Source: an optimization exercise on an open RTL-to-GDS flow (aim: small area and a short achievable clock period). Production flows keep margins and buffers that such runs may drop.
At most, simulation tests tie the RTL to the original design; equivalence was not proved.
For run 1, only the layout was checked, not whether the RTL still works.
Power figures rest on the tool's default switching activity, not on a simulated workload.

## flow/design.v (module list and top-level ports; edited modules follow where they fit)
// module FloatingPointMultiplierSingle: 1188 lines
module FloatingPointMultiplierSingle (clk,reset,en,inputA,inputB,result, OF);
  // ...
==> flow/flow/run.sh <==
#!/bin/bash
# Standard ORFS layout with two changes: Yosys's generic ABC pass before
# full-adder extraction is skipped (SYNTH_ARGS=-noabc), so the hand-written
# adder tree maps to full-adder cells without extra inverters; and the port
# buffers are buf_2 cells instead of the default delay-buffer choice.
# Registers are unchanged. ORFS writes each tool's log under orfs/logs.
set -euo pipefail
bash standard.sh SYNTH_ARGS=-noabc "BUFFER_PORTS_ARGS=-buffer_cell sky130_fd_sc_hd__buf_2" finish > standard.log 2>&1
==> flow/standard.sh <==
#!/bin/bash
# synth_recipe.tcl (not shown) runs the flow's synth.tcl, then flattens the netlist and writes it again
# the make line also repeats each setting of config.mk as NAME=value (left out here)
make -C /OpenROAD-flow-scripts/flow DESIGN_CONFIG=/design/flow/config.mk WORK_HOME=/design/flow/orfs CLKGATE_MAP_FILE= SYNTH_SCRIPT=/design/flow/synth_recipe.tcl "${@:-finish}"
==> flow/config.mk <==
export PLATFORM = sky130hd
export DESIGN_NAME = FloatingPointMultiplierSingle
export DESIGN_NICKNAME = FloatingPointMultiplierSingle
export VERILOG_FILES = /design/flow/design.v
export SDC_FILE = /design/flow/constraint.sdc
export NUM_CORES = 4
export LEC_CHECK = 0
export CAP_MARGIN = 20
export CORE_MARGIN = 2
export CORE_UTILIZATION = 45
export CTS_BUF_LIST = sky130_fd_sc_hd__clkbuf_4 sky130_fd_sc_hd__clkbuf_8
export SETUP_SLACK_MARGIN = 5
export SLEW_MARGIN = 20
export TNS_END_PERCENT = 100
==> flow/constraint.sdc <==
create_clock -name core_clock -period 11.0 [get_ports {clk}]
set_input_delay 2.2000 -clock core_clock [delete_from_list [all_inputs] [get_ports {clk}]]
set_output_delay 2.2000 -clock core_clock [all_outputs]
set_load 0.01 [all_outputs]
==> key figures, run 1 <==
Yosys
  – Commonest register cell after synthesis: edfxtp_1
  – Leading area contributor after synthesis: fa_1
  – Ys Warns: 1
  – Library cells used by synthesis: 76
  – Yosys top cell area share: 27.2%
  – Synthesized flop and latch total: approximately 120
  – Top post-synthesis cells by area: fa_1 27%, edfxtp_1 18%, xnor2_1 13%

GRT
  – Initial antenna violation count: 0
  – Vias in the first global route: 15,800
  – GR peak layer: met2
  – Met2 usage: 41.5%

Final layout
  – Largest reg by FF count: q_pp
  – Multi-input logic area: 15,200 um^2
  – Clock buffer count: 17
  – Multi-input gate count: 1,507
  – Non-Filler Instances: 2,481

Power and ir drop
  – Clock network power: 0.000425 W
  – P_comb: 0.00568 W
  – Top pwr grp: combinational cells

Place
  – Dpl hpwl: around 40,000 um
  – Placed cell areas: 20,300 um^2
  – Dpl ws: 3.91 ns
  – GPL Wtd Cong: 0.866

STA
  – Max frequency: 0.169 GHz
  – Final Cycle Share: 53.7%
  – Worst Clk Skew: roughly 0.032 ns

Worst setup path
  – Crit path cell chain: buf_2, ha_1, nand2b_1, inv_2, xnor2_1, fa_1, fa_1, fa_1, fa_1, fa_1
  – Crit path top cell by count: fa_1

Clock network
  – CTS H-tree lvls: 4

Routing
  – Routed wire length: 57,500 um
  – WL met3: 5210 um
  – Via count: 15,100

Outcome
  – Status: complete, no violations
==> run 2: changes to the inputs <==
--- a/flow/design.v
+++ b/flow/design.v
@@ -918,45 +918,88 @@
 wire c870 = c864 & s867;
 wire s871 = ma[23] ^ ~neg11 ^ c868;
 wire c872 = (ma[23] & ~neg11) | (ma[23] & c868) | (~neg11 & c868);
 wire [69:0] pp_bits = {s871, c870, s869, c866, s865, c862, s861, c856, s855, c850, s849, c842, s841, c834, s833, c824, s823, c814, s813, c802, s801, c790, s789, c776, s775, c762, s761, c746, s745, c730, s729, c714, s713, c698, s711, s697, c680, s679, c662, s677, s661, c640, c642, s641, s639, c620, s619, c596, s595, c574, s573, c554, s571, s553, c534, s533, c514, s513, c496, s495, c478, s477, c462, c460, s461, c444, s443, c428, s427, c412};
 wire [15:0] low0 = {c398, c384, s381, c360, c350, s347, s337, c324, s321, s315, s309, s305, c302, pp26, pp2, pp1};
 wire [15:0] low1 = {s411, s397, s383, s371, s359, s349, s339, s331, s323, s317, s311, s307, s303, s301, 1'b0, neg0};
 wire [16:0] lowsum = low0 + low1;
 wire cK = lowsum[16];    
-function [4:0] tz23; input [22:0] m; integer i; begin
-  tz23 = 5'd23;
-  for (i = 22; i >= 0; i = i - 1) if (m[i]) tz23 = i;
-end endfunction
-wire [5:0] tzsum = tz23(A[22:0]) + tz23(B[22:0]);
-wire sticky = tzsum < 6'd23;
+wire po931 = B[1] | B[0];
+wire po932 = B[3] | B[2];
+wire po933 = B[5] | B[4];
+wire po934 = B[7] | B[6];
+wire po935 = B[9] | B[8];
+wire po936 = B[11] | B[10];
+wire po937 = B[13] | B[12];
+wire po938 = B[15] | B[14];
+wire po939 = B[17] | B[16];
+wire po940 = B[19] | B[18];
+wire po941 = B[21] | B[20];
+wire po942 = B[2] | po931;
+wire po943 = po932 | po931;
+wire po944 = B[6] | po933;
+wire po945 = po934 | po933;
+wire po946 = B[10] | po935;
+wire po947 = po936 | po935;
+wire po948 = B[14] | po937;
+wire po949 = po938 | po937;
+wire po950 = B[18] | po939;
+wire po951 = po940 | po939;
+wire po952 = B[22] | po941;
+wire po953 = B[4] | po943;
+wire po954 = po933 | po943;
+wire po955 = po944 | po943;
+wire po956 = po945 | po943;
+wire po957 = B[12] | po947;
+wire po958 = po937 | po947;
+wire po959 = po948 | po947;
+wire po960 = po949 | po947;
+wire po961 = B[20] | po951;
+wire po962 = po941 | po951;
+wire po963 = po952 | po951;
+wire po964 = B[8] | po956;
+wire po965 = po935 | po956;
+wire po966 = po946 | po956;
+wire po967 = po947 | po956;
+wire po968 = po957 | po956;
+wire po969 = po958 | po956;
+wire po970 = po959 | po956;
+wire po971 = po960 | po956;
+wire po972 = B[16] | po971;
+wire po973 = po939 | po971;
+wire po974 = po950 | po971;
+wire po975 = po951 | po971;
+wire po976 = po961 | po971;
+wire po977 = po962 | po971;
+wire po978 = po963 | po971;
+wire [22:0] preB = {po978, po977, po976, po975, po974, po973, po972, po971, po970, po969, po968, po967, po966, po965, po964, po956, po955, po954, po953, po943, po942, po931, B[0]};    
+wire sticky = |(A[22:0] & {preB[0], preB[1], preB[2], preB[3], preB[4], preB[5], preB[6], preB[7], preB[8], preB[9], preB[10], preB[11], preB[12], preB[13], preB[14], preB[15], preB[16], preB[17], preB[18], preB[19], preB[20], preB[21], preB[22]});
 wire [8:0] e0 = {1'b0, A[30:23]} + {1'b0, B[30:23]} - 9'd127;
-wire [8:0] e1 = e0 + 9'd1;
 wire a_mz = A[22:0] == 23'd0, b_mz = B[22:0] == 23'd0;
 wire a_ef = A[30:23] == 8'hff, b_ef = B[30:23] == 8'hff;
 wire zf = (a_mz & A[30:23] == 8'h00) | (b_mz & B[30:23] == 8'h00);
 wire inf = (a_mz & a_ef) | (b_mz & b_ef);
 wire nan = (zf & inf) | (~a_mz & a_ef) | (~b_mz & b_ef);
 wire [1:0] cls = nan ? 2'b10 : zf ? 2'b00 : inf ? 2'b01 : 2'b11;
 reg [69:0] q_pp;
-reg q_cK, q_sticky, q_sign, q_of0, q_of1;
+reg q_cK, q_sticky, q_sign, q_of0;
 reg [7:0] q_e0;
 reg [1:0] q_cls;
 always @(posedge clk) begin
   if (reset) begin
     q_sign <= 1'b0; q_cls <= 2'b00;
   end else if (en) begin
     q_sign <= A[31] ^ B[31]; q_cls <= cls;
   end
 end
 always @(posedge clk) begin
   if (en) begin
     q_pp <= pp_bits; q_cK <= cK; q_sticky <= sticky;
-    q_of0 <= e0[8]; q_of1 <= e1[8]; q_e0 <= e0[7:0];
+    q_of0 <= e0[8]; q_e0 <= e0[7:0];
   end
 end
 wire s873 = q_pp[6] ^ q_pp[7];
 wire c874 = q_pp[6] & q_pp[7];
 wire s875 = q_pp[9] ^ q_pp[10];
 wire c876 = q_pp[9] & q_pp[10];
 wire s877 = q_pp[11] ^ q_pp[12];
 wire c878 = q_pp[11] & q_pp[12];
@@ -1011,178 +1054,177 @@
 wire s927 = q_pp[66] ^ q_pp[67];
 wire c928 = q_pp[66] & q_pp[67];
 wire s929 = q_pp[68] ^ q_pp[69];
 wire c930 = q_pp[68] & q_pp[69];
 wire [31:0] row0 = {c928, c926, c924, c922, c920, c918, c916, c914, c912, c910, c908, c906, c904, c902, c900, c898, c896, c894, c892, c890, c888, c886, c884, c882, c880, c878, c876, c874, q_pp[8], q_pp[4], q_pp[2], q_pp[0]};
 wire [31:0] row1 = {s929, s927, s925, s923, s921, s919, s917, s915, s913, s911, s909, s907, s905, s903, s901, s899, s897, s895, s893, s891, s889, s887, s885, s883, s881, s879, s877, s875, s873, q_pp[5], q_pp[3], q_pp[1]};
 wire [31:0] ag = row0 & row1;
 wire [31:0] ap = row0 ^ row1;
-wire G931 = ag[0] | (ap[0] & q_cK);
-wire Pg932 = ap[0] & 1'b0;
-wire G933 = ag[2] | (ap[2] & ag[1]);
-wire Pg934 = ap[2] & ap[1];
-wire G935 = ag[4] | (ap[4] & ag[3]);
-wire Pg936 = ap[4] & ap[3];
-wire G937 = ag[6] | (ap[6] & ag[5]);
-wire Pg938 = ap[6] & ap[5];
-wire G939 = ag[8] | (ap[8] & ag[7]);
-wire Pg940 = ap[8] & ap[7];
-wire G941 = ag[10] | (ap[10] & ag[9]);
-wire Pg942 = ap[10] & ap[9];
-wire G943 = ag[12] | (ap[12] & ag[11]);
-wire Pg944 = ap[12] & ap[11];
-wire G945 = ag[14] | (ap[14] & ag[13]);
-wire Pg946 = ap[14] & ap[13];
-wire G947 = ag[16] | (ap[16] & ag[15]);
-wire Pg948 = ap[16] & ap[15];
-wire G949 = ag[18] | (ap[18] & ag[17]);
-wire Pg950 = ap[18] & ap[17];
-wire G951 = ag[20] | (ap[20] & ag[19]);
-wire Pg952 = ap[20] & ap[19];
-wire G953 = ag[22] | (ap[22] & ag[21]);
-wire Pg954 = ap[22] & ap[21];
-wire G955 = ag[24] | (ap[24] & ag[23]);
-wire Pg956 = ap[24] & ap[23];
-wire G957 = ag[26] | (ap[26] & ag[25]);
-wire Pg958 = ap[26] & ap[25];
-wire G959 = ag[28] | (ap[28] & ag[27]);
-wire Pg960 = ap[28] & ap[27];
-wire G961 = ag[30] | (ap[30] & ag[29]);
-wire Pg962 = ap[30] & ap[29];
-wire G963 = G933 | (Pg934 & G931);
-wire Pg964 = Pg934 & Pg932;
-wire G965 = G937 | (Pg938 & G935);
-wire Pg966 = Pg938 & Pg936;
-wire G967 = G941 | (Pg942 & G939);
-wire Pg968 = Pg942 & Pg940;
-wire G969 = G945 | (Pg946 & G943);
-wire Pg970 = Pg946 & Pg944;
-wire G971 = G949 | (Pg950 & G947);
-wire Pg972 = Pg950 & Pg948;
-wire G973 = G953 | (Pg954 & G951);
-wire Pg974 = Pg954 & Pg952;
-wire G975 = G957 | (Pg958 & G955);
-wire Pg976 = Pg958 & Pg956;
-wire G977 = G961 | (Pg962 & G959);
-wire Pg978 = Pg962 & Pg960;
-wire G979 = G965 | (Pg966 & G963);
-wire Pg980 = Pg966 & Pg964;
-wire G981 = G969 | (Pg970 & G967);
-wire Pg982 = Pg970 & Pg968;
-wire G983 = G973 | (Pg974 & G971);
-wire Pg984 = Pg974 & Pg972;
-wire G985 = G977 | (Pg978 & G975);
-wire Pg986 = Pg978 & Pg976;
-wire G987 = G981 | (Pg982 & G979);
-wire Pg988 = Pg982 & Pg980;
-wire G989 = G985 | (Pg986 & G983);
-wire Pg990 = Pg986 & Pg984;
-wire G991 = G989 | (Pg990 & G987);
-wire Pg992 = Pg990 & Pg988;
-wire G993 = G983 | (Pg984 & G987);
-wire Pg994 = Pg984 & Pg988;
-wire G995 = G967 | (Pg968 & G979);
-wire Pg996 = Pg968 & Pg980;
-wire G997 = G971 | (Pg972 & G987);
-wire Pg998 = Pg972 & Pg988;
-wire G999 = G975 | (Pg976 & G993);
-wire Pg1000 = Pg976 & Pg994;
-wire G1001 = G935 | (Pg936 & G963);
-wire Pg1002 = Pg936 & Pg964;
-wire G1003 = G939 | (Pg940 & G979);
-wire Pg1004 = Pg940 & Pg980;
-wire G1005 = G943 | (Pg944 & G995);
-wire Pg1006 = Pg944 & Pg996;
-wire G1007 = G947 | (Pg948 & G987);
-wire Pg1008 = Pg948 & Pg988;
-wire G1009 = G951 | (Pg952 & G997);
-wire Pg1010 = Pg952 & Pg998;
-wire G1011 = G955 | (Pg956 & G993);
-wire Pg1012 = Pg956 & Pg994;
-wire G1013 = G959 | (Pg960 & G999);
-wire Pg1014 = Pg960 & Pg1000;
-wire G1015 = ag[1] | (ap[1] & G931);
-wire Pg1016 = ap[1] & Pg932;
-wire G1017 = ag[3] | (ap[3] & G963);
-wire Pg1018 = ap[3] & Pg964;
-wire G1019 = ag[5] | (ap[5] & G1001);
-wire Pg1020 = ap[5] & Pg1002;
-wire G1021 = ag[7] | (ap[7] & G979);
-wire Pg1022 = ap[7] & Pg980;
-wire G1023 = ag[9] | (ap[9] & G1003);
-wire Pg1024 = ap[9] & Pg1004;
-wire G1025 = ag[11] | (ap[11] & G995);
-wire Pg1026 = ap[11] & Pg996;
-wire G1027 = ag[13] | (ap[13] & G1005);
-wire Pg1028 = ap[13] & Pg1006;
-wire G1029 = ag[15] | (ap[15] & G987);
-wire Pg1030 = ap[15] & Pg988;
-wire G1031 = ag[17] | (ap[17] & G1007);
-wire Pg1032 = ap[17] & Pg1008;
-wire G1033 = ag[19] | (ap[19] & G997);
-wire Pg1034 = ap[19] & Pg998;
-wire G1035 = ag[21] | (ap[21] & G1009);
-wire Pg1036 = ap[21] & Pg1010;
-wire G1037 = ag[23] | (ap[23] & G993);
-wire Pg1038 = ap[23] & Pg994;
-wire G1039 = ag[25] | (ap[25] & G1011);
-wire Pg1040 = ap[25] & Pg1012;
-wire G1041 = ag[27] | (ap[27] & G999);
-wire Pg1042 = ap[27] & Pg1000;
-wire G1043 = ag[29] | (ap[29] & G1013);
-wire Pg1044 = ap[29] & Pg1014;
-wire [31:0] carry = {G991, G1043, G1013, G1041, G999, G1039, G1011, G1037, G993, G1035, G1009, G1033, G997, G1031, G1007, G1029, G987, G1027, G1005, G1025, G995, G1023, G1003, G1021, G979, G1019, G1001, G1017, G963, G1015, G931, q_cK};
+wire G979 = ag[0] | (ap[0] & q_cK);
+wire Pg980 = ap[0] & 1'b0;
+wire G981 = ag[2] | (ap[2] & ag[1]);
+wire Pg982 = ap[2] & ap[1];
+wire G983 = ag[4] | (ap[4] & ag[3]);
+wire Pg984 = ap[4] & ap[3];
+wire G985 = ag[6] | (ap[6] & ag[5]);
+wire Pg986 = ap[6] & ap[5];
+wire G987 = ag[8] | (ap[8] & ag[7]);
+wire Pg988 = ap[8] & ap[7];
+wire G989 = ag[10] | (ap[10] & ag[9]);
+wire Pg990 = ap[10] & ap[9];
+wire G991 = ag[12] | (ap[12] & ag[11]);
+wire Pg992 = ap[12] & ap[11];
+wire G993 = ag[14] | (ap[14] & ag[13]);
+wire Pg994 = ap[14] & ap[13];
+wire G995 = ag[16] | (ap[16] & ag[15]);
+wire Pg996 = ap[16] & ap[15];
+wire G997 = ag[18] | (ap[18] & ag[17]);
+wire Pg998 = ap[18] & ap[17];
+wire G999 = ag[20] | (ap[20] & ag[19]);
+wire Pg1000 = ap[20] & ap[19];
+wire G1001 = ag[22] | (ap[22] & ag[21]);
+wire Pg1002 = ap[22] & ap[21];
+wire G1003 = ag[24] | (ap[24] & ag[23]);
+wire Pg1004 = ap[24] & ap[23];
+wire G1005 = ag[26] | (ap[26] & ag[25]);
+wire Pg1006 = ap[26] & ap[25];
+wire G1007 = ag[28] | (ap[28] & ag[27]);
+wire Pg1008 = ap[28] & ap[27];
+wire G1009 = ag[30] | (ap[30] & ag[29]);
+wire Pg1010 = ap[30] & ap[29];
+wire G1011 = G981 | (Pg982 & G979);
+wire Pg1012 = Pg982 & Pg980;
+wire G1013 = G985 | (Pg986 & G983);
+wire Pg1014 = Pg986 & Pg984;
+wire G1015 = G989 | (Pg990 & G987);
+wire Pg1016 = Pg990 & Pg988;
+wire G1017 = G993 | (Pg994 & G991);
+wire Pg1018 = Pg994 & Pg992;
+wire G1019 = G997 | (Pg998 & G995);
+wire Pg1020 = Pg998 & Pg996;
+wire G1021 = G1001 | (Pg1002 & G999);
+wire Pg1022 = Pg1002 & Pg1000;
+wire G1023 = G1005 | (Pg1006 & G1003);
+wire Pg1024 = Pg1006 & Pg1004;
+wire G1025 = G1009 | (Pg1010 & G1007);
+wire Pg1026 = Pg1010 & Pg1008;
+wire G1027 = G1013 | (Pg1014 & G1011);
+wire Pg1028 = Pg1014 & Pg1012;
+wire G1029 = G1017 | (Pg1018 & G1015);
+wire Pg1030 = Pg1018 & Pg1016;
+wire G1031 = G1021 | (Pg1022 & G1019);
+wire Pg1032 = Pg1022 & Pg1020;
+wire G1033 = G1025 | (Pg1026 & G1023);
+wire Pg1034 = Pg1026 & Pg1024;
+wire G1035 = G1029 | (Pg1030 & G1027);
+wire Pg1036 = Pg1030 & Pg1028;
+wire G1037 = G1033 | (Pg1034 & G1031);
+wire Pg1038 = Pg1034 & Pg1032;
+wire G1039 = G1037 | (Pg1038 & G1035);
+wire Pg1040 = Pg1038 & Pg1036;
+wire G1041 = G1031 | (Pg1032 & G1035);
+wire Pg1042 = Pg1032 & Pg1036;
+wire G1043 = G1015 | (Pg1016 & G1027);
+wire Pg1044 = Pg1016 & Pg1028;
+wire G1045 = G1019 | (Pg1020 & G1035);
+wire Pg1046 = Pg1020 & Pg1036;
+wire G1047 = G1023 | (Pg1024 & G1041);
+wire Pg1048 = Pg1024 & Pg1042;
+wire G1049 = G983 | (Pg984 & G1011);
+wire Pg1050 = Pg984 & Pg1012;
+wire G1051 = G987 | (Pg988 & G1027);
+wire Pg1052 = Pg988 & Pg1028;
+wire G1053 = G991 | (Pg992 & G1043);
+wire Pg1054 = Pg992 & Pg1044;
+wire G1055 = G995 | (Pg996 & G1035);
+wire Pg1056 = Pg996 & Pg1036;
+wire G1057 = G999 | (Pg1000 & G1045);
+wire Pg1058 = Pg1000 & Pg1046;
+wire G1059 = G1003 | (Pg1004 & G1041);
+wire Pg1060 = Pg1004 & Pg1042;
+wire G1061 = G1007 | (Pg1008 & G1047);
+wire Pg1062 = Pg1008 & Pg1048;
+wire G1063 = ag[1] | (ap[1] & G979);
+wire Pg1064 = ap[1] & Pg980;
+wire G1065 = ag[3] | (ap[3] & G1011);
+wire Pg1066 = ap[3] & Pg1012;
+wire G1067 = ag[5] | (ap[5] & G1049);
+wire Pg1068 = ap[5] & Pg1050;
+wire G1069 = ag[7] | (ap[7] & G1027);
+wire Pg1070 = ap[7] & Pg1028;
+wire G1071 = ag[9] | (ap[9] & G1051);
+wire Pg1072 = ap[9] & Pg1052;
+wire G1073 = ag[11] | (ap[11] & G1043);
+wire Pg1074 = ap[11] & Pg1044;
+wire G1075 = ag[13] | (ap[13] & G1053);
+wire Pg1076 = ap[13] & Pg1054;
+wire G1077 = ag[15] | (ap[15] & G1035);
+wire Pg1078 = ap[15] & Pg1036;
+wire G1079 = ag[17] | (ap[17] & G1055);
+wire Pg1080 = ap[17] & Pg1056;
+wire G1081 = ag[19] | (ap[19] & G1045);
+wire Pg1082 = ap[19] & Pg1046;
+wire G1083 = ag[21] | (ap[21] & G1057);
+wire Pg1084 = ap[21] & Pg1058;
+wire G1085 = ag[23] | (ap[23] & G1041);
+wire Pg1086 = ap[23] & Pg1042;
+wire G1087 = ag[25] | (ap[25] & G1059);
+wire Pg1088 = ap[25] & Pg1060;
+wire G1089 = ag[27] | (ap[27] & G1047);
+wire Pg1090 = ap[27] & Pg1048;
+wire G1091 = ag[29] | (ap[29] & G1061);
+wire Pg1092 = ap[29] & Pg1062;
+wire [31:0] carry = {G1039, G1091, G1061, G1089, G1047, G1087, G1059, G1085, G1041, G1083, G1057, G1081, G1045, G1079, G1055, G1077, G1035, G1075, G1053, G1073, G1043, G1071, G1051, G1069, G1027, G1067, G1049, G1065, G1011, G1063, G979, q_cK};
 wire [31:0] P = ap ^ carry;   
 wire n = P[31];
 wire [22:0] m_sel = n ? P[30:8] : P[29:7];
 wire m_inc = n ? (P[7] & q_sticky) : P[6];
-wire Ap1045 = m_sel[1] & m_sel[0];
-wire Ap1046 = m_sel[3] & m_sel[2];
-wire Ap1047 = m_sel[5] & m_sel[4];
-wire Ap1048 = m_sel[7] & m_sel[6];
-wire Ap1049 = m_sel[9] & m_sel[8];
-wire Ap1050 = m_sel[11] & m_sel[10];
-wire Ap1051 = m_sel[13] & m_sel[12];
-wire Ap1052 = m_sel[15] & m_sel[14];
-wire Ap1053 = m_sel[17] & m_sel[16];
-wire Ap1054 = m_sel[19] & m_sel[18];
-wire Ap1055 = m_sel[21] & m_sel[20];
-wire Ap1056 = Ap1046 & Ap1045;
-wire Ap1057 = Ap1048 & Ap1047;
-wire Ap1058 = Ap1050 & Ap1049;
-wire Ap1059 = Ap1052 & Ap1051;
-wire Ap1060 = Ap1054 & Ap1053;
-wire Ap1061 = Ap1057 & Ap1056;
-wire Ap1062 = Ap1059 & Ap1058;
-wire Ap1063 = Ap1062 & Ap1061;
-wire Ap1064 = Ap1058 & Ap1061;
-wire Ap1065 = Ap1060 & Ap1063;
-wire Ap1066 = Ap1047 & Ap1056;
-wire Ap1067 = Ap1049 & Ap1061;
-wire Ap1068 = Ap1051 & Ap1064;
-wire Ap1069 = Ap1053 & Ap1063;
-wire Ap1070 = Ap1055 & Ap1065;
-wire Ap1071 = m_sel[2] & Ap1045;
-wire Ap1072 = m_sel[4] & Ap1056;
-wire Ap1073 = m_sel[6] & Ap1066;
-wire Ap1074 = m_sel[8] & Ap1061;
-wire Ap1075 = m_sel[10] & Ap1067;
-wire Ap1076 = m_sel[12] & Ap1064;
-wire Ap1077 = m_sel[14] & Ap1068;
-wire Ap1078 = m_sel[16] & Ap1063;
-wire Ap1079 = m_sel[18] & Ap1069;
-wire Ap1080 = m_sel[20] & Ap1065;
-wire [22:0] ones = {Ap1070, Ap1080, Ap1065, Ap1079, Ap1069, Ap1078, Ap1063, Ap1077, Ap1068, Ap1076, Ap1064, Ap1075, Ap1067, Ap1074, Ap1061, Ap1073, Ap1066, Ap1072, Ap1056, Ap1071, Ap1045, m_sel[0], 1'b1};
+wire Ap1093 = m_sel[1] & m_sel[0];
+wire Ap1094 = m_sel[3] & m_sel[2];
+wire Ap1095 = m_sel[5] & m_sel[4];
+wire Ap1096 = m_sel[7] & m_sel[6];
+wire Ap1097 = m_sel[9] & m_sel[8];
+wire Ap1098 = m_sel[11] & m_sel[10];
+wire Ap1099 = m_sel[13] & m_sel[12];
+wire Ap1100 = m_sel[15] & m_sel[14];
+wire Ap1101 = m_sel[17] & m_sel[16];
+wire Ap1102 = m_sel[19] & m_sel[18];
+wire Ap1103 = m_sel[21] & m_sel[20];
+wire Ap1104 = Ap1094 & Ap1093;
+wire Ap1105 = Ap1096 & Ap1095;
+wire Ap1106 = Ap1098 & Ap1097;
+wire Ap1107 = Ap1100 & Ap1099;
+wire Ap1108 = Ap1102 & Ap1101;
+wire Ap1109 = Ap1105 & Ap1104;
+wire Ap1110 = Ap1107 & Ap1106;
+wire Ap1111 = Ap1110 & Ap1109;
+wire Ap1112 = Ap1106 & Ap1109;
+wire Ap1113 = Ap1108 & Ap1111;
+wire Ap1114 = Ap1095 & Ap1104;
+wire Ap1115 = Ap1097 & Ap1109;
+wire Ap1116 = Ap1099 & Ap1112;
+wire Ap1117 = Ap1101 & Ap1111;
+wire Ap1118 = Ap1103 & Ap1113;
+wire Ap1119 = m_sel[2] & Ap1093;
+wire Ap1120 = m_sel[4] & Ap1104;
+wire Ap1121 = m_sel[6] & Ap1114;
+wire Ap1122 = m_sel[8] & Ap1109;
+wire Ap1123 = m_sel[10] & Ap1115;
+wire Ap1124 = m_sel[12] & Ap1112;
+wire Ap1125 = m_sel[14] & Ap1116;
+wire Ap1126 = m_sel[16] & Ap1111;
+wire Ap1127 = m_sel[18] & Ap1117;
+wire Ap1128 = m_sel[20] & Ap1113;
+wire [22:0] ones = {Ap1118, Ap1128, Ap1113, Ap1127, Ap1117, Ap1126, Ap1111, Ap1125, Ap1116, Ap1124, Ap1112, Ap1123, Ap1115, Ap1122, Ap1109, Ap1121, Ap1114, Ap1120, Ap1104, Ap1119, Ap1093, m_sel[0], 1'b1};
 wire [22:0] mant = m_sel ^ ({23{m_inc}} & ones);
 wire [7:0] expo = q_e0 + n;
 wire normal = q_cls == 2'b11;
-assign OF = normal & (n ? q_of1 : q_of0);
-wire [1:0] r_cls = reset ? 2'b00 : q_cls;
-wire r_normal = r_cls == 2'b11;
+assign OF = normal & (q_of0 ^ (n & (&q_e0)));
 wire [31:0] O;
-assign O[31] = q_sign & ~reset;
-assign O[30:23] = r_normal ? expo : (r_cls == 2'b00 ? 8'h00 : 8'hff);
-assign O[22:0] = r_normal ? mant : (r_cls == 2'b10 ? 23'h7fffff : 23'h0);
+assign O[31] = q_sign;
+assign O[30:23] = normal ? expo : (q_cls == 2'b00 ? 8'h00 : 8'hff);
+assign O[22:0] = normal ? mant : (q_cls == 2'b10 ? 23'h7fffff : 23'h0);
 always @(posedge clk) begin
-  if (en | reset) result <= O;
+  if (reset) result <= 32'd0;
+  else if (en) result <= O;
 end
 endmodule
--- a/flow/config.mk
+++ b/flow/config.mk
@@ -4,11 +4,11 @@
 export VERILOG_FILES = /design/flow/design.v
 export SDC_FILE = /design/flow/constraint.sdc
 export NUM_CORES = 4
 export LEC_CHECK = 0
 export CAP_MARGIN = 20
 export CORE_MARGIN = 2
 export CORE_UTILIZATION = 45
 export CTS_BUF_LIST = sky130_fd_sc_hd__clkbuf_4 sky130_fd_sc_hd__clkbuf_8
-export SETUP_SLACK_MARGIN = 5
+export SETUP_SLACK_MARGIN = 4.7
 export SLEW_MARGIN = 20
 export TNS_END_PERCENT = 100
==> run 2 against run 1 <==
Against the previous run: sequential power shrank 2.4%; power shrank 6.7%; count of clock-buffer cells in the layout is the same; final cell count shrank 3.5%; critical endpoint is now q_pp[23]; sequential share of layout area shrank 0.91 points; area after synthesis shrank 2.5%; largest power group unchanged; worst hold slack lost 0.034 ns; register-to-register slack lost 0.49 ns; sequential cell count shrank 1.
==> key figures, run 2 <==
Worst setup path
  – Worst R2R End: result[21]
  – Crit. End Element: flip-flop
  – Buffers & Inverters on Critical Path: 1
  – WS Path Type: primary input to flip-flop
  – Crit path cell chain: buf_2, ha_1, a22oi_1, xnor2_1, fa_1, fa_1, fa_1, fa_1, ha_1, ha_1
  – Top cell family by delay on the critical path: adder cells
  – Setup crit start kind: primary input
  – Critical Path Max Stage Delay: around 1.1 ns
  – Crit path top cell by count: fa_1
  – Register-to-Register Path Depth: 21
  – R2r startpoint: q_pp[17]
  – CP Max Fanout: 24
  – Req. time, crit path: 11.22 ns
  – Critical Path AT: around 6.4 ns
  – Slack of the worst reg-to-reg path: between 5 and 6 ns
  – Slowest CP cell: ha_1

Yosys
  – Commonest cells post-synth: 284 x xnor2_1, 263 x fa_1, 243 x a22oi_1
  – Syn nets: between 2,000 and 2,500
  – Number of synthesized flops with an enable pin: 81
  – Leading area contributor after synthesis: fa_1
  – Post-Syn Area per Cell: between 10 and 15 um^2
  – Top post-synthesis cells by area: fa_1 28%, xnor2_1 13%, edfxtp_1 13%
  – Commonest register cell after synthesis: edfxtp_1
  – Library cells used by synthesis: 73 (-3.9%)
  – FFs w/ async S/R, synth: 0%
  – Ys Warns: 1 (unchanged)
  – Synth Cell Area: 19,000 um^2
  – Yosys top cell area share: 27.8% (+0.58 points)
  – Post-synthesis sequential area ratio: 16.5%
  – Most frequent cell after synthesis: xnor2_1
  – Synthesized flop and latch total: 116 (-0.85%)
  – Cells after Synth: 1,868

GRT
  – Total congestion overflow: 0
  – Vias in the first global route: 15,400 (-2.5%)
  – Gr usage total: 26.4%
  – Largest net degree at the start of global routing: 67
  – Global-route wire length before repair: 89,200 um
  – Initial antenna violation count: 0 (unchanged)

Power and ir drop
  – Comb pwr share: a little under 80%
  – Pleak: 7.85 nW
  – Sequential Power Share: 14.4%
  – Pwr/cell area: 328 nW/um^2
  – Clock group share of total power: 6.1%
  – Max VDD drop: 0.000185 V
  – Switching power share of the total: 50.1%
  – Pint: 0.00329 W
  – Psw: roughly 0.0033 W

Final layout
  – Layout cell share with drive strength beyond 1: approximately a tenth
  – # diodes: 0
  – Layout net count: 2,311
  – Max FFs per register: 70
  – Biggest regs: q_pp (70), result (32), q_e0 (8)
  – # fillers: around 3,900
  – Largest reg by FF count: q_pp
  – Most frequent cells in the layout: 284 x xnor2_1, 263 x fa_1, 243 x a22oi_1
  – Non-Filler Instances: 2,394 (-3.5%)
  – Area Growth Syn to Fin: 6.17%
  – Most common cell after layout, fill and taps aside: xnor2_1

Min path
  – Worst hold endpoint: result[7]
  – Hold Crit Depth: 2
  – Worst Hold Launch: result[7]
  – Hold Path Class: flip-flop to flip-flop

Routing
  – Starting DRT DRC Count: 1,417
  – Routed wire length: 56,800 um (-1.2%)
  – Antenna Violating Nets Remaining: 0
  – Drt wl/cell: ~24 um
  – DRC violations left: 0
  – DRT Pass-1 Iters: 6
  – Via count: 14,800 (-1.8%)
  – Vias per cell: 6.18

Clock network
  – CTS clk-pin slew, worst paths: roughly 0.080 ns
  – Post_cts resized: 3
  – Post-CTS Setup Repair Bufs: 0
  – Cts bufs inserted: 17
  – Clk sink count: ~120
  – Cts hold-fix bufs: 0
  – CTS tree: done
  – Clock latency (worst-skew pair): 0.47 ns
  – Largest buffer count on any clock path: 2
  – Root Driver: clkbuf_8
  – CTS H-tree lvls: 4 (unchanged)

STA
  – Post-route setup TNS: 0 ns
  – Slew headroom: 22.1%
  – RSZ-0062 raised after global routing: yes
  – Final Cycle Share: 56.0% (+2.3 points)
  – Setup violators final: 0
  – Max-slew violations: 0
  – Final worst slack: 4.84 ns
  – Max frequency: 0.162 GHz (-4.1%)
  – Worst Clk Skew: 0.0202 ns (-0.0115 ns)
  – Min Tclk post-route: 6.16 ns
  – Worst slew pin tran: 1.17 ns
  – Final hold vios: 0

Floorplanning
  – Die width: around 210 um
  – Core Footprint: 41,800 um^2
  – Ports: 100
  – # rows: 75
  – Starting Density: 45.4%
  – Die height: around 210 um
  – Die ar.: 43,800 um^2

Place
  – Dpl hpwl: 39,800 um (-0.48%)
  – Dpl ws: 3.96 ns (+0.0480 ns)
  – Inst Count DP: between 2,000 and 2,500
  – GPL Wtd Cong: 0.931 (+7.4%)
  – Port Buffer Count: 99

Outcome
  – Status: complete, no violations

Run
  – MaxCap Viol Count: 0
-- run 2: worst register-to-register path: cells and delay by family (launching register included) --
kind	cells	cell delay [ns]
flops	1	0.40
xor+xnor	1	0.38
compound gates	12	2.65
fa+ha+maj	3	1.19
simple gates	5	1.04
-- run 2: worst max path at each step --
| stage | from | end | slack (ns) | depth (start not counted) |
|---|---|---|---|---|
| floorplan | inputB[5] | q_cK | 4.73 | 15 |
| global placement | inputB[1] | q_cK | 4.10 | 14 |
| finish | inputB[19] | q_pp[23] | 4.84 | 10 |
| detailed placement | inputB[1] | q_cK | 3.96 | 14 |
| CTS | q_pp[35] | OF | 4.60 | 14 |
| global route | q_pp[17] | OF | 4.66 | 14 |
-- run 2: cells by family (layout without fill, tap and decap cells) --
group	Yosys count	count (layout)	synth area share, %
xor gates and xnor gates	316	316	14.6
adders and majority gates	402	402	36.9
DFF	116	116	16.5
AOI/OAI and AO/OA	471	471	17.8
and+or+nand+nor	268	268	7.14
muxes	34	34	1.80
buffers and inverters	261	248	5.18
-- run 2: metrics by stage --
stage          power (W)  area, um^2  util (%)  hold slack (ns)
6_report         0.00660       20100      48.2            0.461
5_1_grt          0.00734       20100      48.2            0.490
3_3_place_gp     0.00596       19700      47.1            0.441
2_1_floorplan    0.00470       19000         -            0.463
3_5_place_dp     0.00612       19700      47.1            0.452
4_1_cts          0.00657       20100      48.1            0.471
-- run 2: power by group through the flow --
stage / Clock [W] / Sequential (W) / Combinational, W
floorplan: 0 / 0.000952 / 0.00375
global placement: 0 / 0.000959 / 0.00500
detailed placement: 0 / 0.000962 / 0.00516
CTS: 0.000414 / 0.000953 / 0.00521
global route: 0.000433 / 0.000969 / 0.00594
finish: 0.000404 / 0.000951 / 0.00524
-- run 2: layout make-up --
cell class                 instances  area (um^2)  area share [%]
inverter                          96          375            1.86
tap                              539          674            3.35
clock inverter                    15          163           0.808
multi-input combinational       1491        14900            74.0
timing repair buffer             120          662            3.29
sequential                       116         3130            15.6
clock buffer                      17          234            1.16
-- run 2: routing by layer --
metal	global-route usage (%)	part of all wire (%)	vias up
met1	35.4	43	7458
li1	-	-	6549
met4	8.87	2.5	0
met2	42.8	46	684
met3	5.21	8.3	96
met5	0	0	-
==> run 3: changes to the inputs <==
--- a/flow/config.mk
+++ b/flow/config.mk
@@ -11,3 +11,3 @@
 export CTS_BUF_LIST = sky130_fd_sc_hd__clkbuf_4 sky130_fd_sc_hd__clkbuf_8
-export SETUP_SLACK_MARGIN = 4.7
+export SETUP_SLACK_MARGIN = 5
 export SLEW_MARGIN = 20
==> run 3 against run 2 <==
Against the previous run: setup slack gained 0.25 ns; final cell count about the same; still clean; register-to-register slack gained 0.17 ns; die area is the same; via count grew 0.11%; fmax rose by 4.2%; routed wire length decreased by 0.67%; design area grew 0.75%.
==> key figures, run 3 <==
Outcome
  – Status: complete, no violations

Routing
  – Starting DRT DRC Count: 1,323 (-6.6%)
  – Drt wl/cell: 23.6 um (-0.63%)
  – Routed wire length: 56,400 um (-0.67%)
  – DRT Pass-1 Iters: 6 (unchanged)
  – Antenna Violating Nets Remaining: 0 (unchanged)
  – Via count: 14,800 (+0.11%)
  – Vias per cell: 6.19 (+0.16%)
  – DRC violations left: 0 (unchanged)

Floorplanning
  – Die ar.: 43,800 um^2 (unchanged)
  – Starting Density: 45.4% (unchanged)
  – Ports: 100 (unchanged)
  – # rows: 75 (unchanged)
  – Die height: 209 um (unchanged)
  – Core Footprint: 41,800 um^2 (unchanged)
  – Die width: 209 um (unchanged)

Min path
  – Hold Path Class: flip-flop to flip-flop

Final layout
  – Largest reg by FF count: q_pp
  – Area Growth Syn to Fin: 6.96%
  – Biggest regs: q_pp (70), result (32), q_e0 (8)
  – Layout cell share with drive strength beyond 1: 10.8% (+0.49 points)
  – Non-Filler Instances: 2,393 (-0.042%)
  – # diodes: 0 (unchanged)
  – Most frequent cells in the layout: 283 x xnor2_1, 263 x fa_1, 242 x a22oi_1
  – Layout net count: 2,310 (-0.043%)
  – Max FFs per register: 70 (unchanged)
  – Most common cell after layout, fill and taps aside: xnor2_1

Place
  – Dpl hpwl: 39,400 um (-1.1%)
  – Port Buffer Count: 99 (unchanged)
  – Inst Count DP: 2,359 (-0.13%)
  – GPL Wtd Cong: 0.902 (-3.1%)

Clock network
  – Clock latency (worst-skew pair): 0.48 ns (about the same)
  – Cts hold-fix bufs: 0 (unchanged)
  – CTS H-tree lvls: 4 (unchanged)
  – Largest buffer count on any clock path: 2 (unchanged)
  – Cts bufs inserted: 17 (unchanged)
  – CTS tree: done
  – Clk sink count: 116 (unchanged)
  – CTS clk-pin slew, worst paths: 0.08 ns (about the same)
  – Root Driver: clkbuf_8

STA
  – Max frequency: 0.169 GHz (+4.2%)
  – Worst slew pin tran: 0.864 ns (-0.304 ns)
  – Hold WS: 0.451 ns (-0.0100 ns)
  – Min Tclk post-route: 5.92 ns (-0.250 ns)
  – Final hold vios: 0 (unchanged)
  – Worst Clk Skew: 0.0169 ns (-0.00329 ns)
  – Slew headroom: 42.4% (+20 points)
  – Final Cycle Share: 53.8% (-2.3 points)
  – RSZ-0062 raised after global routing: yes
  – Setup violators final: 0 (unchanged)
  – Max-slew violations: 0 (unchanged)
  – Post-route setup TNS: 0 ns (unchanged)

Yosys
  – Leading area contributor after synthesis: fa_1
  – Post-synthesis sequential area ratio: 16.5% (unchanged)
  – Cells after Synth: 1,868 (unchanged)
  – Commonest register cell after synthesis: edfxtp_1
  – FFs w/ async S/R, synth: 0% (unchanged)
  – Commonest cells post-synth: 284 x xnor2_1, 263 x fa_1, 243 x a22oi_1
  – Library cells used by synthesis: 73 (unchanged)
  – Syn nets: 2,337 (unchanged)
  – Synthesized flop and latch total: 116 (unchanged)
  – Number of synthesized flops with an enable pin: 81 (unchanged)
  – Most frequent cell after synthesis: xnor2_1
  – Ys Warns: 1 (unchanged)
  – Synth Cell Area: 19,000 um^2 (unchanged)
  – Yosys top cell area share: 27.8% (unchanged)
  – Post-Syn Area per Cell: 10.2 um^2 (unchanged)
  – Top post-synthesis cells by area: fa_1 28%, xnor2_1 13%, edfxtp_1 13%

Worst setup path
  – Critical Path AT: 3.72 ns (-2.66 ns)
  – Crit path top cell by count: and4_1
  – Slack of the worst reg-to-reg path: 5.41 ns (+0.17 ns)
  – CP Max Fanout: 35 (+46%)
  – Crit. End Element: output port
  – Slowest CP cell: fa_1
  – Worst R2R End: result[20]
  – Critical Path Max Stage Delay: 0.55 ns (-0.55 ns)
  – WS Path Type: flip-flop to output port
  – Register-to-Register Path Depth: 20 (-4.8%)
  – Crit path cell chain: fa_1, ha_1, and4_1, and4_1, o311ai_4, a21oi_1, nor3_2, xnor2_2, buf_12, inv_8, nand4_1, xor2_1, nor2_1, buf_2
  – R2r startpoint: q_pp[9]
  – Setup crit start kind: flip-flop
  – Crit path to: OF
  – Setup crit start: q_pp[30]
  – Req. time, crit path: 8.80 ns (-2.42 ns)

Power and ir drop
  – Max VDD drop: 0.000256 V (+38%)
  – Pwr/cell area: 327 nW/um^2 (-0.16%)
  – Pleak: 7.89 nW (+0.54%)

Run
  – MaxCap Viol Count: 0 (unchanged)

GRT
  – Total congestion overflow: 0 (unchanged)
  – Largest net degree at the start of global routing: 70 (+4.5%)
  – Vias in the first global route: 15,300 (-0.18%)
  – Initial antenna violation count: 0 (unchanged)
  – Global-route wire length before repair: 89,100 um (about the same)
  – Gr usage total: 26.4% (about the same)
-- run 3: final cells by class --
class / instances / area, um^2
clock buffer: 17 / 234
clock inverter: 15 / 146
fill: 3888 / 21500
inverter: 96 / 427
multi-input combinational: 1492 / 15000
sequential: 116 / 3130
tap: 539 / 674
timing repair buffer: 118 / 668
-- run 3: logic make-up (layout without fill, tap and decap cells) --
| family | count (synthesis) | after routing | share of synthesized area, % |
|---|---|---|---|
| xor gates and xnor gates | 316 | 316 | 14.6 |
| muxes | 34 | 34 | 1.80 |
| DFF | 116 | 116 | 16.5 |
| AOI/OAI and AO/OA | 471 | 472 | 17.8 |
| adders and majority gates | 402 | 402 | 36.9 |
| and+or+nand+nor | 268 | 268 | 7.14 |
| buffers and inverters | 261 | 246 | 5.18 |
-- run 3: where the power goes --
group	leakage, nW	internal [W]	switching (W)	total (W)
registers	1.08	0.000884	0.0000694	0.000953
logic	6.61	0.00225	0.00304	0.00529
clock network	0.195	0.000184	0.000207	0.000391
total	7.89	0.00332	0.00332	0.00664
-- run 3: worst min-delay path by stage --
stage / start / to / slack (ns) / depth (start not counted)
3_5_place_dp: result[7] / result[7] / 0.44 / 2
4_1_cts: result[7] / result[7] / 0.46 / 2
5_1_grt: result[21] / result[21] / 0.49 / 1
3_3_place_gp: result[7] / result[7] / 0.44 / 2
6_report: result[7] / result[7] / 0.45 / 2
2_1_floorplan: q_sign / q_sign / 0.46 / 2
-- run 3: timing repair --
| action | 4_1_cts | 5_1_grt |
|---|---|---|
| endpoints found under the setup margin | 19 | 32 |
| pin swaps | 1 | 2 |
| cloned | 1 | 0 |
| gates resized for setup | 18 | 30 |
| buffers inserted | 0 | 1 |
-- run 3: worst max-delay path: cells and delay by family, from the launching register on --
| kind | cells | cell delay (ns) |
|---|---|---|
| xor gates and xnor gates | 2 | 0.29 |
| adders and majority gates | 2 | 0.89 |
| DFF | 1 | 0.40 |
| AOI/OAI and AO/OA | 2 | 0.34 |
| and+or+nand+nor | 5 | 0.81 |
| buffers and inverters | 3 | 0.47 |
-- run 3: per-stage QoR --
stage | cell area (um^2) | worst slack [ns] | util, % | power (W)
floorplan | 19100 | 5.02 | - | 0.00472
global placement | 19700 | 4.17 | 47.2 | 0.00599
detailed placement | 19700 | 4.06 | 47.2 | 0.00614
CTS | 20200 | 4.97 | 48.3 | 0.00660
global route | 20300 | 4.87 | 48.6 | 0.00737
finish | 20300 | 5.08 | 48.6 | 0.00664
-- run 3: per-layer routing --
metal | GRT usage [%] | vias to the layer above | share of wire [%]
li1 | - | 6561 | -
met1 | 35.4 | 7373 | 43
met2 | 42.7 | 767 | 46
met3 | 5.22 | 103 | 8.3
met4 | 9.14 | 0 | 2.4
met5 | 0 | - | 0
==> run 4: changes to the inputs <==
--- a/flow/config.mk
+++ b/flow/config.mk
@@ -10,3 +10,3 @@
 export CORE_UTILIZATION = 45
-export CTS_BUF_LIST = sky130_fd_sc_hd__clkbuf_4 sky130_fd_sc_hd__clkbuf_8
+export CTS_BUF_LIST = sky130_fd_sc_hd__clkbuf_4
 export SETUP_SLACK_MARGIN = 5
==> run 4 against run 3 <==
Against the previous run: still clean; fmax up 0.15%; via count increased by 0.66%; power rose by 3.1%; sequential cell count is the same; count of clock-buffer cells in the layout did not move; critical endpoint is now q_pp[23].
==> key figures, run 4 <==
Routing
  – Starting DRT DRC Count: 1,381 (+4.4%)
  – Via count: 14,900 (+0.66%)
  – Vias per cell: 6.19 (about the same)
  – DRT Pass-1 Iters: 5 (-1)
  – Routed wire length: 56,800 um (+0.64%)
  – Antenna Violating Nets Remaining: 0 (unchanged)
  – DRC violations left: 0 (unchanged)
  – Drt wl/cell: 23.6 um (about the same)

STA
  – Final hold vios: 0 (unchanged)
  – RSZ-0062 raised after global routing: yes
  – Post-route setup TNS: 0 ns (unchanged)
  – Max frequency: 0.169 GHz (+0.15%)
  – Final Cycle Share: 53.7% (-0.082 points)
  – Slew headroom: 38.9% (-3.5 points)
  – Worst slew pin tran: 0.915 ns (+0.0507 ns)
  – Worst Clk Skew: 0.0240 ns (+0.00702 ns)
  – Setup violators final: 0 (unchanged)
  – Max-slew violations: 0 (unchanged)
  – Min Tclk post-route: 5.91 ns (-0.00899 ns)

Run
  – MaxCap Viol Count: 0 (unchanged)

Yosys
  – Cells after Synth: 1,868 (unchanged)
  – Commonest register cell after synthesis: edfxtp_1
  – Most frequent cell after synthesis: xnor2_1
  – Leading area contributor after synthesis: fa_1
  – Top post-synthesis cells by area: fa_1 28%, xnor2_1 13%, edfxtp_1 13%
  – Synthesized flop and latch total: 116 (unchanged)
  – Post-Syn Area per Cell: 10.2 um^2 (unchanged)
  – Synth Cell Area: 19,000 um^2 (unchanged)
  – Syn nets: 2,337 (unchanged)
  – FFs w/ async S/R, synth: 0% (unchanged)
  – Number of synthesized flops with an enable pin: 81 (unchanged)
  – Library cells used by synthesis: 73 (unchanged)
  – Post-synthesis sequential area ratio: 16.5% (unchanged)
  – Yosys top cell area share: 27.8% (unchanged)
  – Commonest cells post-synth: 284 x xnor2_1, 263 x fa_1, 243 x a22oi_1
  – Ys Warns: 1 (unchanged)

GRT
  – Initial antenna violation count: 1 (+1)
  – Vias in the first global route: 15,400 (+0.29%)
  – Gr usage total: 26.3% (about the same)
  – Largest net degree at the start of global routing: 70 (unchanged)
  – Global-route wire length before repair: 89,100 um (about the same)
  – Total congestion overflow: 0 (unchanged)

Min path
  – Hold Crit Depth: 2 (unchanged)
  – Hold Path Class: flip-flop to flip-flop

Worst setup path
  – Setup crit start kind: primary input
  – Critical path depth: 11 (-3)
  – Critical Path Max Stage Delay: 0.71 ns (+0.16 ns)
  – Buffers & Inverters on Critical Path: 2 (-1)
  – Crit path top cell by count: fa_1
  – Top cell family by delay on the critical path: adder cells
  – Slowest CP cell: inv_2
  – Req. time, crit path: 11.37 ns (+2.57 ns)
  – WS Path Type: primary input to flip-flop
  – Critical Path AT: 6.27 ns (+2.55 ns)
  – Crit. End Element: flip-flop
  – Register-to-Register Path Depth: 21 (+5.0%)
  – Crit path cell chain: buf_2, ha_1, nand2b_1, inv_2, xnor2_1, fa_1, fa_1, fa_1, fa_1, ha_1, ha_1
  – CP Max Fanout: 25 (-29%)

Place
  – Dpl hpwl: 39,400 um (unchanged)
  – Port Buffer Count: 99 (unchanged)
  – GPL Wtd Cong: 0.902 (unchanged)

Clock network
  – Root Driver: clkbuf_4
  – Clock latency (worst-skew pair): 0.61 ns (+0.13 ns)
  – Cts bufs inserted: 17 (unchanged)
  – Largest buffer count on any clock path: 2 (unchanged)
  – CTS tree: done
  – CTS clk-pin slew, worst paths: 0.11 ns (+0.03 ns)
  – CTS H-tree lvls: 4 (unchanged)
  – Clk sink count: 116 (unchanged)
  – Cts hold-fix bufs: 0 (unchanged)

Floorplanning
  – Die height: 209 um (unchanged)
  – Core Footprint: 41,800 um^2 (unchanged)
  – Ports: 100 (unchanged)
  – Die width: 209 um (unchanged)
  – Die ar.: 43,800 um^2 (unchanged)
  – # rows: 75 (unchanged)
  – Starting Density: 45.4% (unchanged)

Final layout
  – Max FFs per register: 70 (unchanged)
  – Most common cell after layout, fill and taps aside: xnor2_1
  – Area Growth Syn to Fin: 7.39%
  – Seq. cell area: 3130 um^2 (unchanged)
  – Multi-input logic area: 15,100 um^2 (+0.58%)
  – Layout net count: 2,323 (+0.56%)
  – Biggest regs: q_pp (70), result (32), q_e0 (8)
  – Most frequent cells in the layout: 283 x xnor2_1, 260 x fa_1, 242 x a22oi_1
  – Layout cell share with drive strength beyond 1: 12.3% (+1.4 points)
  – Final Util: 48.8% (+0.19 points)
  – # fillers: 3,880 (-0.21%)
  – Largest reg by FF count: q_pp

Outcome
  – Status: complete, no violations

Power and ir drop
  – Pleak: 7.92 nW (+0.38%)
  – Max VDD drop: 0.000216 V (-15%)
  – Pwr/cell area: 336 nW/um^2 (+2.7%)
## run 4: cell counts after synthesis
Identical to the previous run, type by type.
## run 4: path summary, 6_finish.rpt
check | slack, ns | startpoint | end
setup / recovery | 5.09 | inputB[17] | q_pp[23]
hold / removal | 0.46 | result[7] | result[7]
setup reg to reg | 5.49 | q_pp[17] | result[21]
hold reg to reg | 0.46 | result[7] | result[7]
## run 4: routing by layer
| metal | wire, um | GRT usage, % |
|---|---|---|
| met5 | 0 | 0 |
| met4 | 1660 | 9.58 |
| met3 | 4860 | 5.03 |
| met2 | 26100 | 42.8 |
| met1 | 24200 | 35.2 |
## run 4: repair_timing
action	in CTS	in global routing
gates cloned	1	2
gates resized for setup	27	24
setup endpoints to repair	10	9
pin swaps	5	10
setup buffers	1	11
## run 4: cells by family after synthesis
kind of cell             count (synthesis)  synth area share, %
buffers and inverters                  261                 5.18
adder cells (fa/ha/maj)                402                 36.9
AO/OA/AOI/OAI                          471                 17.8
AND/OR/NAND/NOR                        268                 7.14
multiplexers                            34                 1.80
flip-flops                             116                 16.5
XOR/XNOR                               316                 14.6
## run 4: power breakdown
group	total, W	internal, W	leakage [nW]	switching, W
Sequential	0.000954	0.000883	1.08	0.0000708
Combinational	0.00558	0.00245	6.69	0.00313
Clock	0.000314	0.000118	0.151	0.000196
Total	0.00685	0.00345	7.92	0.00339
## run 4: tightest hold or removal path: cells and delay by family (launching register included)
kind             cells  cell delay [ns]
AO/OA/AOI/OAI        1             0.05
flip-flops           1             0.34
AND/OR/NAND/NOR      1             0.04
## run 4: final cells by class
type | instances | share of cell area (%)
sequential | 116 | 15.4
inverter | 96 | 1.93
clock inverter | 15 | 0.719
antenna | 1 | 0.0123
timing repair buffer | 131 | 3.92
tap | 539 | 3.31
multi-input combinational | 1492 | 74.1
clock buffer | 17 | 0.626
## run 4: per-stage QoR
step | area [um^2] | power (W) | cells | hold WS, ns | setup WS [ns]
2_1_floorplan | 19100 | 0.00472 | 1868 | 0.463 | 5.02
3_3_place_gp | 19700 | 0.00599 | 2359 | 0.442 | 4.17
3_5_place_dp | 19700 | 0.00614 | 2359 | 0.440 | 4.06
4_1_cts | 20200 | 0.00668 | 2393 | 0.467 | 4.98
5_1_grt | 20400 | 0.00759 | 2407 | 0.497 | 4.92
6_report | 20400 | 0.00685 | 2407 | 0.460 | 5.09

==> separate check: timing with driven ports <==
No port has a modelled driver above. Below, the same layouts with a new extraction and two added sets of constraints.
Step 1 (the two cells are an assumption about what drives the block):
set clk [get_ports {clk}]
set_driving_cell -lib_cell sky130_fd_sc_hd__clkbuf_16 $clk
set_driving_cell -lib_cell sky130_fd_sc_hd__buf_2 [delete_from_list [all_inputs] $clk]
Step 2 times the ports against the registers' clock, not the clock port: input delays grow and output delays shrink by t, the midpoint of the rising clock arrivals with the driver on.
Three values: ideal ports, drivers, drivers and shift; two values: the first two.
run	shift t [ns]	slack for setup (ns)	worst setup path at the end	worst slew at a driven data input, ns
run 1	0.512	5.089 / 5.098 / 4.605	input to register	0.05
run 2	0.514	4.835 / 4.854 / 4.349	input to register	0.06
run 3	0.528	5.085 / 5.033 / 4.618	input to register	0.07
run 4	0.645	5.094 / 5.077 / 4.479	input to register	0.07
After both steps setup and hold are still met in every run listed. The setup slack of run 4, which loses most, moves by -0.017 ns with the drivers and by -0.615 ns with both steps.
